From an optimization exercise on the open Yosys and OpenROAD flow, aimed at small area and a short achievable clock period; shortcuts taken in it are not production practice.
Function was checked by simulation only, so behaviour that the tests miss may differ from the original.

## flow/design.v (module list and top-level ports; edited modules follow where they fit)
// module c6288: 1360 lines
// module mul_fa: 4 lines
// module mul_ha: 4 lines
// module c6288_top: 18 lines
module c6288_top (
  input         clk,
  input  [15:0] a,
  input  [15:0] b,
  output [31:0] p
);
  // ...
==> flow/flow/run.sh <==
#!/bin/bash
# Layout flow: the standard flow (standard synthesis unchanged), with
# small port buffers and timing repair aimed at a tighter setup target than
# the clock period needs. The clock period and constraints are unchanged.
set -uo pipefail
source flow/params.sh
bash standard.sh \
  SETUP_SLACK_MARGIN=$SETUP_MARGIN \
  MATCH_CELL_FOOTPRINT=0 \
  "BUFFER_PORTS_ARGS=-buffer_cell $PORT_BUF" \
  $EXTRA finish > standard.log 2>&1
st=$?
cp orfs/logs/sky130hd/c6288_top/base/*.log . 2>/dev/null
exit $st
==> flow/flow/params.sh <==
SETUP_MARGIN=0
PORT_BUF=sky130_fd_sc_hd__buf_1
EXTRA=""
==> flow/standard.sh <==
#!/bin/bash
# synth_recipe.tcl (not shown) runs the flow's synth.tcl, then flattens the netlist and writes it again
# the make line also repeats each setting of config.mk as NAME=value (left out here)
make -C /OpenROAD-flow-scripts/flow DESIGN_CONFIG=/design/flow/config.mk WORK_HOME=/design/flow/orfs CLKGATE_MAP_FILE= SYNTH_SCRIPT=/design/flow/synth_recipe.tcl "${@:-finish}"
==> flow/config.mk <==
export PLATFORM = sky130hd
export DESIGN_NAME = c6288_top
export DESIGN_NICKNAME = c6288_top
export VERILOG_FILES = /design/flow/design.v
export SDC_FILE = /design/flow/constraint.sdc
export NUM_CORES = 4
export LEC_CHECK = 0
export CAP_MARGIN = 20
export CORE_MARGIN = 2
export CORE_UTILIZATION = 40
export SLEW_MARGIN = 20
export SYNTH_HIERARCHICAL = 1
export SYNTH_MINIMUM_KEEP_SIZE = 0
==> flow/constraint.sdc <==
create_clock -name core_clock -period 15.0 [get_ports {clk}]
set_input_delay 3.0000 -clock core_clock [delete_from_list [all_inputs] [get_ports {clk}]]
set_output_delay 3.0000 -clock core_clock [all_outputs]
set_load 0.01 [all_outputs]
==> results.py, run 1 <==
metrics = {
    "worst_setup_path": {
        "worst_path_largest_cell_delay_ps": 760,
        "critical_path_peak_fanout": 16,
        "critical_path_required_ps": 15230,
        "regToRegSetupSlack_ps": 9360,
        "crit_cells": 15,
    },
    "global_route": {
        "grt_antenna_before_repair": 0,
        "grt_pass1_wl_um": 32600,
        "grt_busiest_layer": "met2",
        "gr-usage-met3": 0.0331,
    },
    "sta": {
        "finalMaxSlewViolations": 0,
        "holdWs_ps": 713,
        "hold_viol": 0,
        "setup_viol": 0,
    },
    "synthesis": {
        "synthArstFlopShare": 0,
        "synth_edf_count": 0,
        "synthMuxAreaShare": 0.00248,
        "yosys.area_share.adder": 0.563,
        "yosysTopAreaCell": "fa_1",
    },
    "final_layout": {
        "largest_register_ffs": 32,
        "final_common_cell": "nand2_1",
        "flops_and_latches": 64,
        "drive_gt1_frac": 0.0439,
        "multi_input_area_um2": 6480,
        "seq_area_frac": 0.145,
        "regMostFlops": "p_q",
        "multi_input_area_share": 0.734,
        "multi_input_gates": 633,
    },
    "cts": {
        "clk_path_buf_depth": 2,
    },
    "floorplanning": {
        "core_area_um2": 19700,
        "die_y_um": 146,
    },
    "run_status": {
        "status": "finished clean",
    },
    "placed_design": {
        "place_area_um2": 8510,
        "dp_cells": 1070,
    },
}
==> inputs of run 2 (changes only) <==
==> flow/flow/params.sh (replaced) <==
SETUP_MARGIN=10.5
PORT_BUF=sky130_fd_sc_hd__buf_1
EXTRA=""
==> results.py, run 2 <==
metrics = {
    "run_status": {
        "status": "finished clean",
    },
    "sta": {
        "slew_headroom": 0.720,
        "finalMaxSlewViolations": 0,
        "finClkSkew_ps": 15.4,
        "setup_viol": 0,
        "setup_tns_ps": 0,
        "fmax_mhz": 201,
        "grt_setup_unrepaired": "yes",
        "period_minus_slack_ps": 4980,
        "tightest_slew_ps": 420,
        "hold_viol": 0,
        "period_share": 0.332,
    },
    "final_layout": {
        "n_antenna_cell": 0,
        "area_growth_pct": 18.8,
        "top_regs": "p_q x32, a_q x16, b_q x16",
        "num-nets-final": 1136,
        "final_common_cell": "nand2_1",
        "regMostFlops": "p_q",
        "largest_register_ffs": 32,
        "drive_gt1_frac": 0.177,
        "mostFrequentLayoutCells": "nand2_1, fa_1, buf_1",
    },
    "floorplanning": {
        "initial_core_util": 0.411,
        "die_area_um2": 21400,
        "die_width_um": 146,
        "rows": 51,
        "core_area_um2": 19700,
        "die_y_um": 146,
        "ios": 65,
    },
    "synthesis": {
        "yosysSeqAreaShare": 0.159,
        "synth_area_um2": 8080,
        "synth_top_area_frac": 0.493,
        "yosysMostFrequentCell": "nand2_1",
        "yosys-top-cells-count": "nand2_1, fa_1, dfxtp_1",
        "yosys_warnings": 7,
        "synth_edf_count": 0,
        "synth_top_flop_cell": "dfxtp_1",
        "ys_ff_latch": 64,
        "yosysTopAreaCell": "fa_1",
        "synth_area_leaders": "fa_1, dfxtp_1, nand2_1",
        "synthArstFlopShare": 0,
        "postSynthCellCount": 779,
        "synth_cell_type_count": 45,
        "syn_avg_cell_area_um2": 10.4,
        "synth_fp_nets": 1056,
    },
    "global_route": {
        "grt_pass1_wl_um": 34200,
        "first_global_vias": 6360,
        "track_usage": 0.208,
        "overflow": 0,
        "grt_max_degree": 17,
        "grt_antenna_before_repair": 0,
    },
    "worst_hold_path": {
        "hold_class": "flip-flop to flip-flop",
    },
    "worst_setup_path": {
        "crit_type": "flip-flop to flip-flop",
        "crit_arrival_ps": 5210,
        "crit_path_end_kind": "flip-flop",
        "crit_path_start_kind": "flip-flop",
        "critical_path_required_ps": 15230,
        "critical_path_peak_fanout": 6,
    },
    "cts": {
        "hold_buffers": 0,
        "clk_path_buf_depth": 2,
        "clk_pin_slew_ps": 50,
        "insertion_delay_ps": 350,
        "cts_tree": "yes",
        "h-tree-depth": 3,
        "clock_sinks": 64,
        "clockRootBuffer": "clkbuf_16",
        "cts_buffers": 9,
    },
    "drt": {
        "num_vias": 5883,
        "detail-route-antenna-nets": 0,
        "wl_met3_um": 1430,
        "routed_wl_um": 21500,
        "viasPerCell": 5.22,
        "drt_iter0_markers": 386,
        "post_drt_wl_per_cell_um": 19.0,
        "first_pass_iters": 5,
        "wl_met2_um": 10500,
        "drcViolationCount": 0,
        "top_layer": "met4",
        "m1WireLength_um": 8770,
    },
    "job": {
        "maxCapViolations": 0,
    },
    "placed_design": {
        "io_buffers": 64,
        "dp_hpwl_um": 15300,
        "place.gp.congestion": 0.832,
    },
}
-- run 2: worst max-delay path, stage by stage, from the launching register on --
cell      delay [ps]
dfxtp_4          430
nand2_2           80
fa_2             480
fa_1             570
fa_2             450
fa_2             350
fa_2             550
fa_2             460
ha_4             200
a211oi_4         270
nor2_4            70
nor4_4           220
o311ai_4         160
o21ai_4          240
buf_4            140
a21bo_2          120
o31ai_2           50
-- run 2: metal layers --
metal,vias up,track usage
met5,-,0
met4,0,0.0850
met2,224,0.334
li1,2585,-
met1,3014,0.275
met3,60,0.0447
-- run 2: per-module statistics from Yosys, one instance, submodules excluded --
module | flops+latches | times used | cells inside | area (um^2)
mul_fa | 0 | 195 | 1 | 20.0
c6288 | 0 | 1 | 520 | 2900
c6288_top | 64 | 1 | 64 | 1280
-- run 2: final timing paths --
check                            start       to  slack [ps]  depth (start not counted)
worst max-delay path            b_q[6]  p_q[28]       10020                         16
worst min-delay path            b_q[0]   p_q[0]         620                          1
worst max register to register  b_q[6]  p_q[28]       10020                         16
worst min register to register  b_q[0]   p_q[0]         620                          1
-- run 2: logic make-up after synthesis --
group,count (synthesis),share of synthesized area
buffers and inverters,82,0.0390
AO/OA/AOI/OAI,59,0.0528
XOR/XNOR,19,0.0206
flip-flops,64,0.159
AND/OR/NAND/NOR,309,0.164
adder cells (fa/ha/maj),244,0.563
multiplexers,2,0.00248
-- run 2: final cells by class --
cell class | instances | area [um^2]
Sequential cell | 64 | 1370
Clock buffer | 10 | 239
Timing Repair Buffer | 109 | 618
Fill cell | 1902 | 10100
Inverter | 42 | 158
Tap cell | 265 | 332
Clock inverter | 5 | 104
Multi-Input combinational cell | 633 | 6780
-- run 2: what timing repair did --
item / 4_1_cts / 5_1_grt
gates resized for setup: 71 / 25
endpoints found under the setup margin: 19 / 19
cloned: 0 / 0
pin swaps: 16 / 4
hold endpoints to repair: 0 / 0
buffers inserted: 36 / 8
-- run 2: through the flow --
stage	setup slack [ps]	cell area [um^2]	util	std cells	hold WS, ps
final	10020	9600	0.489	1128	621
after detailed placement	9500	8560	0.436	1069	801
after global placement	9550	8560	0.436	1069	799
after CTS	10080	9450	0.481	1120	623
after global routing	9890	9600	0.489	1128	652
after floorplan	10140	8260	-	779	504

afterwards: timing with drivers on the ports:
In the flow no input, the clock included, has a driving cell. The finished layouts below were timed again as built, in two steps.
Step 1 (the two cells are an assumption about what drives the block):
set clk [get_ports {clk}]
set_driving_cell -lib_cell sky130_fd_sc_hd__clkbuf_16 $clk
set_driving_cell -lib_cell sky130_fd_sc_hd__buf_2 [delete_from_list [all_inputs] $clk]
Step 2, shift: input delay + t, output delay - t, t = (earliest + latest rising clock arrival at the registers) / 2. This alone moves slack from input paths to output paths.
a / b / c = ideal / step 1 / step 2; a / b = the first two.
run	t (ns)	setup slack, ns	hold slack, ns	worst register clock-pin slew, ns	worst data-port slew with drivers (ns)
run 1	0.382	9.357 / 9.357 / 9.357	0.713 / 0.713 / 0.713	0.06 / 0.06	0.04
run 2	0.391	10.018 / 10.018 / 10.018	0.621 / 0.621 / 0.621	0.07 / 0.07	0.06
After both steps setup and hold are still met in every run listed.
